Source: an optimization exercise on an open RTL-to-GDS flow (aim: small area). Production flows keep margins and buffers that such runs may drop. Function was checked by simulation only, so behaviour that the tests miss may differ from the original. No driver is modelled on the clock port, so clock power and skew are understated where the tree is cut down; a real chip needs a root buffer or a tree. Power figures rest on the tool's default switching activity, not on a simulated workload.

the baseline:
// mtm_Alu
module mtm_Alu (
    input  wire clk,    
    input  wire rst_n,  
    input  wire sin,    
    output wire sout    
);
Size: ~360 cells after synthesis, about 95 flip-flops, roughly 4000 um2 of cells after synthesis.
==> module mtm_Alu, before the edit <==
module mtm_Alu (
    input  wire clk,    
    input  wire rst_n,  
    input  wire sin,    
    output wire sout    
);
  reg  [3:0]  rcnt;    
  reg         rtype;   
  reg  [3:0]  dcnt;    
  reg  [3:0]  crc4;
  reg  [1:0]  op;      
  reg  [31:0] A;
  reg  [31:0] B;
  wire rpay     = !rcnt[3];
  wire rlast    = (rcnt == 4'd7);
  wire crc_bit  = (rtype && rcnt == 4'd0) ? 1'b1 : sin;
  wire crc_fb   = crc4[3] ^ crc_bit;
  wire [3:0] crc4_nx = {crc4[2:0], 1'b0} ^ {2'b00, crc_fb, crc_fb};
  wire recv_b   = rpay && !rtype && (dcnt[3:2] == 2'b00);
  wire recv_a   = rpay && !rtype && (dcnt[3:2] == 2'b01);
  wire ctl_end  = rlast && rtype;
  reg  [3:0]  tpos;
  reg  [2:0]  fidx;
  reg  [1:0]  err;     
  reg         cy;
  reg         fv, fz, fn;
  reg  [2:0]  crc3;
  wire t_idle   = fidx[2] & (fidx[1] ^ fidx[0]);
  wire t_comp   = (fidx == 3'd7);
  wire t_ctl    = (fidx == 3'd4);
  wire t_act    = !t_idle && !t_comp;
  wire t_pay    = t_act && !tpos[3];
  wire t_data   = t_pay && !fidx[2];
  wire trigger  = t_idle && rtype && rcnt == 4'd3;
  reg  [3:0]  bd;
  always @* begin
    case (tpos[2:0])
      3'd1: bd = B[3:0];
      3'd2: bd = B[7:4];
      3'd3: bd = B[11:8];
      3'd4: bd = B[15:12];
      3'd5: bd = B[19:16];
      3'd6: bd = B[23:20];
      3'd7: bd = B[27:24];
      default: bd = B[31:28];
    endcase
  end
  wire        arith = op[1];
  wire        sub   = op[0];
  wire [3:0]  ad    = A[3:0];
  wire [3:0]  bx    = bd ^ {4{sub}};
  wire [4:0]  sum   = {1'b0, ad} + {1'b0, bx} + {4'b0, cy};
  wire [3:0]  lg    = sub ? (ad | bd) : (ad & bd);
  wire [3:0]  cd    = arith ? sum[3:0] : lg;
  wire        vd    = arith & ~(ad[3] ^ bx[3]) & (ad[3] ^ sum[3]);
  reg pbit;
  always @* begin
    if (err == 2'b00) begin
      case (tpos[2:0])
        3'd0: pbit = 1'b0;
        3'd1: pbit = arith & (cy ^ sub);
        3'd2: pbit = fv;
        3'd3: pbit = fz;
        3'd4: pbit = fn;
        default: pbit = crc3[2];
      endcase
    end
    else begin
      case (tpos[2:0])
        3'd1, 3'd4: pbit = err[1] & err[0];
        3'd2, 3'd5: pbit = err[1] & ~err[0];
        3'd3, 3'd6: pbit = ~err[1] & err[0];
        default:    pbit = 1'b1;
      endcase
    end
  end
  wire tbit    = t_ctl ? pbit : A[31];
  wire crc3_fb = crc3[2] ^ tbit;
  assign sout  = !t_act ? 1'b1 :
                 !tpos[3] ? tbit :
                 tpos[1] ? t_ctl : ~tpos[0];
  always @(posedge clk) begin
    if (!rst_n) begin
      rcnt <= 4'd8;
      dcnt <= 4'd0;
      crc4 <= 4'd0;
      fidx <= 3'd5;
    end
    else begin
      if (rcnt == 4'd8) begin
        if (!sin) rcnt <= 4'd9;
      end
      else if (rcnt == 4'd9)
        rcnt <= 4'd0;
      else
        rcnt <= rcnt + 4'd1;
      if (rpay)
        crc4 <= ctl_end ? 4'd0 : crc4_nx;
      if (rlast) begin
        if (rtype)
          dcnt <= 4'd0;
        else if (dcnt[3])
          dcnt[0] <= 1'b1;
        else
          dcnt <= dcnt + 4'd1;
      end
      if (trigger)
        fidx <= 3'd7;
      else if (!t_idle && tpos == 4'd8)
        fidx <= (t_comp && err != 2'b00) ? 3'd4 : fidx + 3'd1;
    end
  end
  always @(posedge clk) begin
    if (trigger)
      tpos <= 4'd1;
    else if (tpos == 4'd10)
      tpos <= 4'd0;
    else
      tpos <= tpos + 4'd1;
    if (rcnt == 4'd9)
      rtype <= sin;
    if (rtype && (rcnt == 4'd1 || rcnt == 4'd3))
      op <= {op[0], sin};
    if (rtype && rcnt == 4'd2)
      err <= {1'b0, sin};
    if (ctl_end) begin
      if (dcnt != 4'd8)        err <= 2'b11;
      else if (crc4_nx != 0)   err <= 2'b10;
    end
    if (recv_b)
      B <= {B[30:0], sin};
    if (t_comp)
      A <= {cd, A[31:4]};
    else if (recv_a || t_data)
      A <= {A[30:0], sin};
    if (trigger) begin
      cy   <= op[0] & sin;
      fz   <= 1'b1;
    end
    if (t_comp) begin
      cy   <= sum[4];
      fv   <= vd;
      fn   <= cd[3];
      fz   <= fz & (cd == 4'd0);
      crc3 <= 3'd0;
    end
    else if (t_pay)
      crc3 <= {crc3[1:0], 1'b0} ^ {1'b0, crc3_fb, crc3_fb};
  end
endmodule
Settings: LEC_CHECK=0, CAP_MARGIN=20, CORE_MARGIN=2, CORE_UTILIZATION=70, CTS_BUF_LIST=sky130_fd_sc_hd__clkbuf_8, SLEW_MARGIN=20; clock period 10.0 ns.
standard.sh (not shown) runs the stock make flow with config.mk's settings and CLKGATE_MAP_FILE= SYNTH_SCRIPT=/design/flow/synth_recipe.tcl, a recipe that flattens the netlist after the stock synthesis.
==> flow/flow/run.sh <==
#!/bin/bash
# The standard layout (standard.sh) with three changes:
#  - synthesis: ABC maps for area (flow/abc_area.script: strash; dch -f; amap)
#    instead of ORFS's delay-oriented script, and Yosys's half/full-adder
#    extraction and Kogge-Stone carry mapping are left out, so ABC sees all
#    logic. The registers are those of the standard synthesis (flip-flop
#    mapping is unchanged).
#  - clock tree synthesis: clkbuf_8 buffers and no dummy loads.
#  - port buffers: sky130_fd_sc_hd__buf_1.
# Each tool's full output goes to a log file in this folder.
set -euo pipefail
here=$(pwd)

# private copy of the ORFS scripts, with the synthesis changes
rm -rf "$here/scripts"
cp -r "$FLOW_HOME/scripts" "$here/scripts"
cp "$here/flow/abc_area.script" "$here/scripts/abc_speed.script"
sed -i 's/\[dont_use_adder_kinds\] ne "none"$/[dont_use_adder_kinds] ne "none" \&\& 0/' "$here/scripts/synth.tcl"
sed -i 's#"-extra-map $::env(FLOW_HOME)/platforms/common/lcu_kogge_stone.v"\]#""]#' "$here/scripts/synth.tcl"
grep -q 'ne "none" && 0' "$here/scripts/synth.tcl"
! grep -q 'lcu_kogge_stone' "$here/scripts/synth.tcl"

cts="-sink_clustering_enable -repair_clock_nets -dont_use_dummy_load -buf_list sky130_fd_sc_hd__clkbuf_8"
bash standard.sh "SCRIPTS_DIR=$here/scripts" "CTS_ARGS=$cts" \
  "BUFFER_PORTS_ARGS=-buffer_cell sky130_fd_sc_hd__buf_1" finish > standard_flow.log 2>&1
==> flow/flow/abc_area.script <==
strash
dch -f
amap
topo
diff inputs: the baseline => the candidate
--- a/flow/design.v
+++ b/flow/design.v
@@ -73,12 +73,18 @@
         3'd3, 3'd6: pbit = ~err[1] & err[0];
         default:    pbit = 1'b1;
       endcase
     end
   end
   wire tbit    = t_ctl ? pbit : A[31];
+  wire a_sc = t_comp;
+  wire a_ss = !t_comp && (recv_a || t_data);
+  wire a_sh = !(t_comp || recv_a || t_data);
+  wire [31:0] a_nx = ({32{a_sc}} & {cd, A[31:4]}) |
+                     ({32{a_ss}} & {A[30:0], sin}) |
+                     ({32{a_sh}} & A);
   wire crc3_fb = crc3[2] ^ tbit;
   assign sout  = !t_act ? 1'b1 :
                  !tpos[3] ? tbit :
                  tpos[1] ? t_ctl : ~tpos[0];
   always @(posedge clk) begin
     if (!rst_n) begin
@@ -127,25 +133,18 @@
     if (ctl_end) begin
       if (dcnt != 4'd8)        err <= 2'b11;
       else if (crc4_nx != 0)   err <= 2'b10;
     end
     if (recv_b)
       B <= {B[30:0], sin};
-    if (t_comp)
-      A <= {cd, A[31:4]};
-    else if (recv_a || t_data)
-      A <= {A[30:0], sin};
-    if (trigger) begin
-      cy   <= op[0] & sin;
-      fz   <= 1'b1;
-    end
+    A <= a_nx;
+    cy <= (trigger & op[0] & sin) | (t_comp & sum[4]) | (!trigger & !t_comp & cy);
+    fz <= trigger | (fz & (!t_comp | (cd == 4'd0)));
     if (t_comp) begin
-      cy   <= sum[4];
       fv   <= vd;
       fn   <= cd[3];
-      fz   <= fz & (cd == 4'd0);
       crc3 <= 3'd0;
     end
     else if (t_pay)
       crc3 <= {crc3[1:0], 1'b0} ^ {1'b0, crc3_fb, crc3_fb};
   end
 endmodule
Results
- Diff the baseline -> the candidate: power went up; tightest slew margin relative to the limit went up.
- Per the comparison of the candidate with the baseline, count of nets after finishing now sits higher, half-perimeter wire length after placement now sits higher, wire length on met2 now sits higher, global-route usage now sits higher.
- Cell count along the critical path for the candidate: 1 up relative to the baseline
- Taking the baseline as the reference, in the candidate compound-cell area share of the yosys netlist has increased; met1 track demand over resource has decreased.

========
mtm_Alu with an RTL version that a note above also has.
Size in the first run: roughly 4 I/O pins, roughly 3800 sq um of cells after synthesis.
==> module mtm_Alu, before the edit <==
module mtm_Alu (
    input  wire clk,    
    input  wire rst_n,  
    input  wire sin,    
    output wire sout    
);
  reg  [3:0]  rcnt;    
  reg         rtype;   
  reg  [3:0]  dcnt;    
  reg  [3:0]  crc4;
  reg  [1:0]  op;      
  reg  [31:0] A;
  reg  [31:0] B;
  wire rpay     = !rcnt[3];
  wire rlast    = (rcnt == 4'd7);
  wire crc_bit  = (rtype && rcnt == 4'd0) ? 1'b1 : sin;
  wire crc_fb   = crc4[3] ^ crc_bit;
  wire [3:0] crc4_nx = {crc4[2:0], 1'b0} ^ {2'b00, crc_fb, crc_fb};
  wire recv_b   = rpay && !rtype && (dcnt[3:2] == 2'b00);
  wire recv_a   = rpay && !rtype && (dcnt[3:2] == 2'b01);
  wire ctl_end  = rlast && rtype;
  reg  [3:0]  tpos;
  reg  [2:0]  fidx;
  reg  [1:0]  err;     
  reg         cy;
  reg         fv, fz, fn;
  reg  [2:0]  crc3;
  wire t_idle   = fidx[2] & (fidx[1] ^ fidx[0]);
  wire t_comp   = (fidx == 3'd7);
  wire t_ctl    = (fidx == 3'd4);
  wire t_act    = !t_idle && !t_comp;
  wire t_pay    = t_act && !tpos[3];
  wire t_data   = t_pay && !fidx[2];
  wire trigger  = t_idle && rtype && rcnt == 4'd3;
  reg  [3:0]  bd;
  always @* begin
    case (tpos[2:0])
      3'd1: bd = B[3:0];
      3'd2: bd = B[7:4];
      3'd3: bd = B[11:8];
      3'd4: bd = B[15:12];
      3'd5: bd = B[19:16];
      3'd6: bd = B[23:20];
      3'd7: bd = B[27:24];
      default: bd = B[31:28];
    endcase
  end
  wire        arith = op[1];
  wire        sub   = op[0];
  wire [3:0]  ad    = A[3:0];
  wire [3:0]  bx    = bd ^ {4{sub}};
  wire [4:0]  sum   = {1'b0, ad} + {1'b0, bx} + {4'b0, cy};
  wire [3:0]  lg    = sub ? (ad | bd) : (ad & bd);
  wire [3:0]  cd    = arith ? sum[3:0] : lg;
  wire        vd    = arith & ~(ad[3] ^ bx[3]) & (ad[3] ^ sum[3]);
  reg pbit;
  always @* begin
    if (err == 2'b00) begin
      case (tpos[2:0])
        3'd0: pbit = 1'b0;
        3'd1: pbit = arith & (cy ^ sub);
        3'd2: pbit = fv;
        3'd3: pbit = fz;
        3'd4: pbit = fn;
        default: pbit = crc3[2];
      endcase
    end
    else begin
      case (tpos[2:0])
        3'd1, 3'd4: pbit = err[1] & err[0];
        3'd2, 3'd5: pbit = err[1] & ~err[0];
        3'd3, 3'd6: pbit = ~err[1] & err[0];
        default:    pbit = 1'b1;
      endcase
    end
  end
  wire tbit    = t_ctl ? pbit : A[31];
  wire a_sc = t_comp;
  wire a_ss = !t_comp && (recv_a || t_data);
  wire a_sh = !(t_comp || recv_a || t_data);
  wire [31:0] a_nx = ({32{a_sc}} & {cd, A[31:4]}) |
                     ({32{a_ss}} & {A[30:0], sin}) |
                     ({32{a_sh}} & A);
  wire crc3_fb = crc3[2] ^ tbit;
  assign sout  = !t_act ? 1'b1 :
                 !tpos[3] ? tbit :
                 tpos[1] ? t_ctl : ~tpos[0];
  always @(posedge clk) begin
    if (!rst_n) begin
      rcnt <= 4'd8;
      dcnt <= 4'd0;
      crc4 <= 4'd0;
      fidx <= 3'd5;
    end
    else begin
      if (rcnt == 4'd8) begin
        if (!sin) rcnt <= 4'd9;
      end
      else if (rcnt == 4'd9)
        rcnt <= 4'd0;
      else
        rcnt <= rcnt + 4'd1;
      if (rpay)
        crc4 <= ctl_end ? 4'd0 : crc4_nx;
      if (rlast) begin
        if (rtype)
          dcnt <= 4'd0;
        else if (dcnt[3])
          dcnt[0] <= 1'b1;
        else
          dcnt <= dcnt + 4'd1;
      end
      if (trigger)
        fidx <= 3'd7;
      else if (!t_idle && tpos == 4'd8)
        fidx <= (t_comp && err != 2'b00) ? 3'd4 : fidx + 3'd1;
    end
  end
  always @(posedge clk) begin
    if (trigger)
      tpos <= 4'd1;
    else if (tpos == 4'd10)
      tpos <= 4'd0;
    else
      tpos <= tpos + 4'd1;
    if (rcnt == 4'd9)
      rtype <= sin;
    if (rtype && (rcnt == 4'd1 || rcnt == 4'd3))
      op <= {op[0], sin};
    if (rtype && rcnt == 4'd2)
      err <= {1'b0, sin};
    if (ctl_end) begin
      if (dcnt != 4'd8)        err <= 2'b11;
      else if (crc4_nx != 0)   err <= 2'b10;
    end
    if (recv_b)
      B <= {B[30:0], sin};
    A <= a_nx;
    cy <= (trigger & op[0] & sin) | (t_comp & sum[4]) | (!trigger & !t_comp & cy);
    fz <= trigger | (fz & (!t_comp | (cd == 4'd0)));
    if (t_comp) begin
      fv   <= vd;
      fn   <= cd[3];
      crc3 <= 3'd0;
    end
    else if (t_pay)
      crc3 <= {crc3[1:0], 1'b0} ^ {1'b0, crc3_fb, crc3_fb};
  end
endmodule
export LEC_CHECK = 0
export CAP_MARGIN = 20
export CORE_MARGIN = 2
export CORE_UTILIZATION = 70
export CTS_BUF_LIST = sky130_fd_sc_hd__clkbuf_8
export SLEW_MARGIN = 20
create_clock -name core_clock -period 10.0 [get_ports {clk}]
==> flow/flow/run.sh <==
#!/bin/bash
# The standard layout (standard.sh) with three changes:
#  - synthesis: ABC maps for area (flow/abc_area.script: strash; dch -f; amap)
#    instead of ORFS's delay-oriented script, and Yosys's half/full-adder
#    extraction and Kogge-Stone carry mapping are left out, so ABC sees all
#    logic. The registers are those of the standard synthesis (flip-flop
#    mapping is unchanged).
#  - clock tree: three clkbuf_16 buffers driven by the clock port, each
#    driving a third of the flip-flops (split by x position), built by
#    flow/mcts.tcl in place of TritonCTS; clock-tree timing repair as usual.
#  - port buffers: sky130_fd_sc_hd__buf_1.
# Each tool's full output goes to a log file in this folder.
set -euo pipefail
here=$(pwd)

# private copy of the ORFS scripts, with the synthesis changes
rm -rf "$here/scripts"
cp -r "$FLOW_HOME/scripts" "$here/scripts"
cp "$here/flow/abc_area.script" "$here/scripts/abc_speed.script"
sed -i 's/\[dont_use_adder_kinds\] ne "none"$/[dont_use_adder_kinds] ne "none" \&\& 0/' "$here/scripts/synth.tcl"
sed -i 's#"-extra-map $::env(FLOW_HOME)/platforms/common/lcu_kogge_stone.v"\]#""]#' "$here/scripts/synth.tcl"
grep -q 'ne "none" && 0' "$here/scripts/synth.tcl"
! grep -q 'lcu_kogge_stone' "$here/scripts/synth.tcl"

sed -i "s#^log_cmd clock_tree_synthesis {\*}\$cts_args#source $here/flow/mcts.tcl; manual_cts 3 sky130_fd_sc_hd__clkbuf_16; set_propagated_clock [all_clocks]#" "$here/scripts/cts.tcl"
grep -q "manual_cts 3" "$here/scripts/cts.tcl"
bash standard.sh "SCRIPTS_DIR=$here/scripts" \
  "BUFFER_PORTS_ARGS=-buffer_cell sky130_fd_sc_hd__buf_1" finish > standard_flow.log 2>&1
Scripts as last shown in full above: flow/flow/abc_area.script
Other scripts of this flow, unchanged in this note and not shown: flow/flow/mcts.tcl
Edit:
--- a/flow/design.v
+++ b/flow/design.v
@@ -22,49 +22,38 @@
   wire ctl_end  = rlast && rtype;
   reg  [3:0]  tpos;
   reg  [2:0]  fidx;
   reg  [1:0]  err;     
   reg         cy;
-  reg         fv, fz, fn;
+  reg         fz;
   reg  [2:0]  crc3;
-  wire t_idle   = fidx[2] & (fidx[1] ^ fidx[0]);
+  wire t_idle   = (fidx == 3'd5);
   wire t_comp   = (fidx == 3'd7);
-  wire t_ctl    = (fidx == 3'd4);
+  wire t_ctl    = fidx[2] & !fidx[0];
+  wire t_ectl   = t_ctl & fidx[1];
   wire t_act    = !t_idle && !t_comp;
   wire t_pay    = t_act && !tpos[3];
   wire t_data   = t_pay && !fidx[2];
   wire trigger  = t_idle && rtype && rcnt == 4'd3;
-  reg  [3:0]  bd;
-  always @* begin
-    case (tpos[2:0])
-      3'd1: bd = B[3:0];
-      3'd2: bd = B[7:4];
-      3'd3: bd = B[11:8];
-      3'd4: bd = B[15:12];
-      3'd5: bd = B[19:16];
-      3'd6: bd = B[23:20];
-      3'd7: bd = B[27:24];
-      default: bd = B[31:28];
-    endcase
-  end
+  wire [3:0]  bd = B[3:0];
   wire        arith = op[1];
   wire        sub   = op[0];
   wire [3:0]  ad    = A[3:0];
   wire [3:0]  bx    = bd ^ {4{sub}};
   wire [4:0]  sum   = {1'b0, ad} + {1'b0, bx} + {4'b0, cy};
   wire [3:0]  lg    = sub ? (ad | bd) : (ad & bd);
   wire [3:0]  cd    = arith ? sum[3:0] : lg;
   wire        vd    = arith & ~(ad[3] ^ bx[3]) & (ad[3] ^ sum[3]);
   reg pbit;
   always @* begin
-    if (err == 2'b00) begin
+    if (!t_ectl) begin
       case (tpos[2:0])
         3'd0: pbit = 1'b0;
         3'd1: pbit = arith & (cy ^ sub);
-        3'd2: pbit = fv;
+        3'd2: pbit = err[1];
         3'd3: pbit = fz;
-        3'd4: pbit = fn;
+        3'd4: pbit = err[0];
         default: pbit = crc3[2];
       endcase
     end
     else begin
       case (tpos[2:0])
@@ -74,10 +63,16 @@
         default:    pbit = 1'b1;
       endcase
     end
   end
   wire tbit    = t_ctl ? pbit : A[31];
+  wire b_sr = recv_b;
+  wire b_sc = t_comp && !recv_b;
+  wire b_sh = !(t_comp || recv_b);
+  wire [31:0] b_nx = ({32{b_sr}} & {B[30:0], sin}) |
+                     ({32{b_sc}} & {B[3:0], B[31:4]}) |
+                     ({32{b_sh}} & B);
   wire a_sc = t_comp;
   wire a_ss = !t_comp && (recv_a || t_data);
   wire a_sh = !(t_comp || recv_a || t_data);
   wire [31:0] a_nx = ({32{a_sc}} & {cd, A[31:4]}) |
                      ({32{a_ss}} & {A[30:0], sin}) |
@@ -112,11 +107,12 @@
           dcnt <= dcnt + 4'd1;
       end
       if (trigger)
         fidx <= 3'd7;
       else if (!t_idle && tpos == 4'd8)
-        fidx <= (t_comp && err != 2'b00) ? 3'd4 : fidx + 3'd1;
+        fidx <= (t_comp && err != 2'b00) ? 3'd6 :
+                (fidx == 3'd6) ? 3'd5 : fidx + 3'd1;
     end
   end
   always @(posedge clk) begin
     if (trigger)
       tpos <= 4'd1;
@@ -124,27 +120,25 @@
       tpos <= 4'd0;
     else
       tpos <= tpos + 4'd1;
     if (rcnt == 4'd9)
       rtype <= sin;
-    if (rtype && (rcnt == 4'd1 || rcnt == 4'd3))
+    if (t_idle && rtype && (rcnt == 4'd1 || rcnt == 4'd3))
       op <= {op[0], sin};
-    if (rtype && rcnt == 4'd2)
+    if (t_idle && rtype && rcnt == 4'd2)
       err <= {1'b0, sin};
-    if (ctl_end) begin
+    if (ctl_end && t_comp) begin
       if (dcnt != 4'd8)        err <= 2'b11;
       else if (crc4_nx != 0)   err <= 2'b10;
     end
-    if (recv_b)
-      B <= {B[30:0], sin};
+    if (t_comp && tpos[3] && err == 2'b00)    
+      err <= {vd, cd[3]};
+    B <= b_nx;
     A <= a_nx;
     cy <= (trigger & op[0] & sin) | (t_comp & sum[4]) | (!trigger & !t_comp & cy);
     fz <= trigger | (fz & (!t_comp | (cd == 4'd0)));
-    if (t_comp) begin
-      fv   <= vd;
-      fn   <= cd[3];
+    if (t_comp)
       crc3 <= 3'd0;
-    end
     else if (t_pay)
       crc3 <= {crc3[1:0], 1'b0} ^ {1'b0, crc3_fb, crc3_fb};
   end
 endmodule
Effect: Total power went down by a little under a tenth. Via count went up by roughly a tenth. Hold slack gains 20 ps. Global-route usage went down by 0.85 points. Worst setup slack gains 35 ps. Synthesized cell count went up by about a fifth. Routed wire length stays flat.
In every run of this note, the design's own scripts or RTL, not TritonCTS, make the clock network.

## separate check: timing with driven ports
The results above use ideal ports. As a check the final layouts listed here were re-extracted and re-timed, cells and wires unchanged. Step 1, drivers: a clkbuf_16 drives clk and a buf_2 each remaining input, both assumed. Step 2 times the ports against the registers' clock, not the clock port: input delays grow and output delays shrink by t, the midpoint of the rising clock arrivals with the driver on. a / b / c = ideal / step 1 / step 2; a / b = the first two.
run | t, ns | setup WS [ns] | cell pins on the clock port's net
the baseline | 0.375 | 5.230 / 5.198 / 5.573 | 1
the candidate | 0.388 | 5.338 / 5.309 / 5.697 | 1
the first run of note 2 | 0.225 | 5.496 / 5.438 / 5.663 | 3
the second run of note 2 | 0.227 | 5.530 / 5.468 / 5.695 | 3
After both steps every run listed still meets setup and hold.
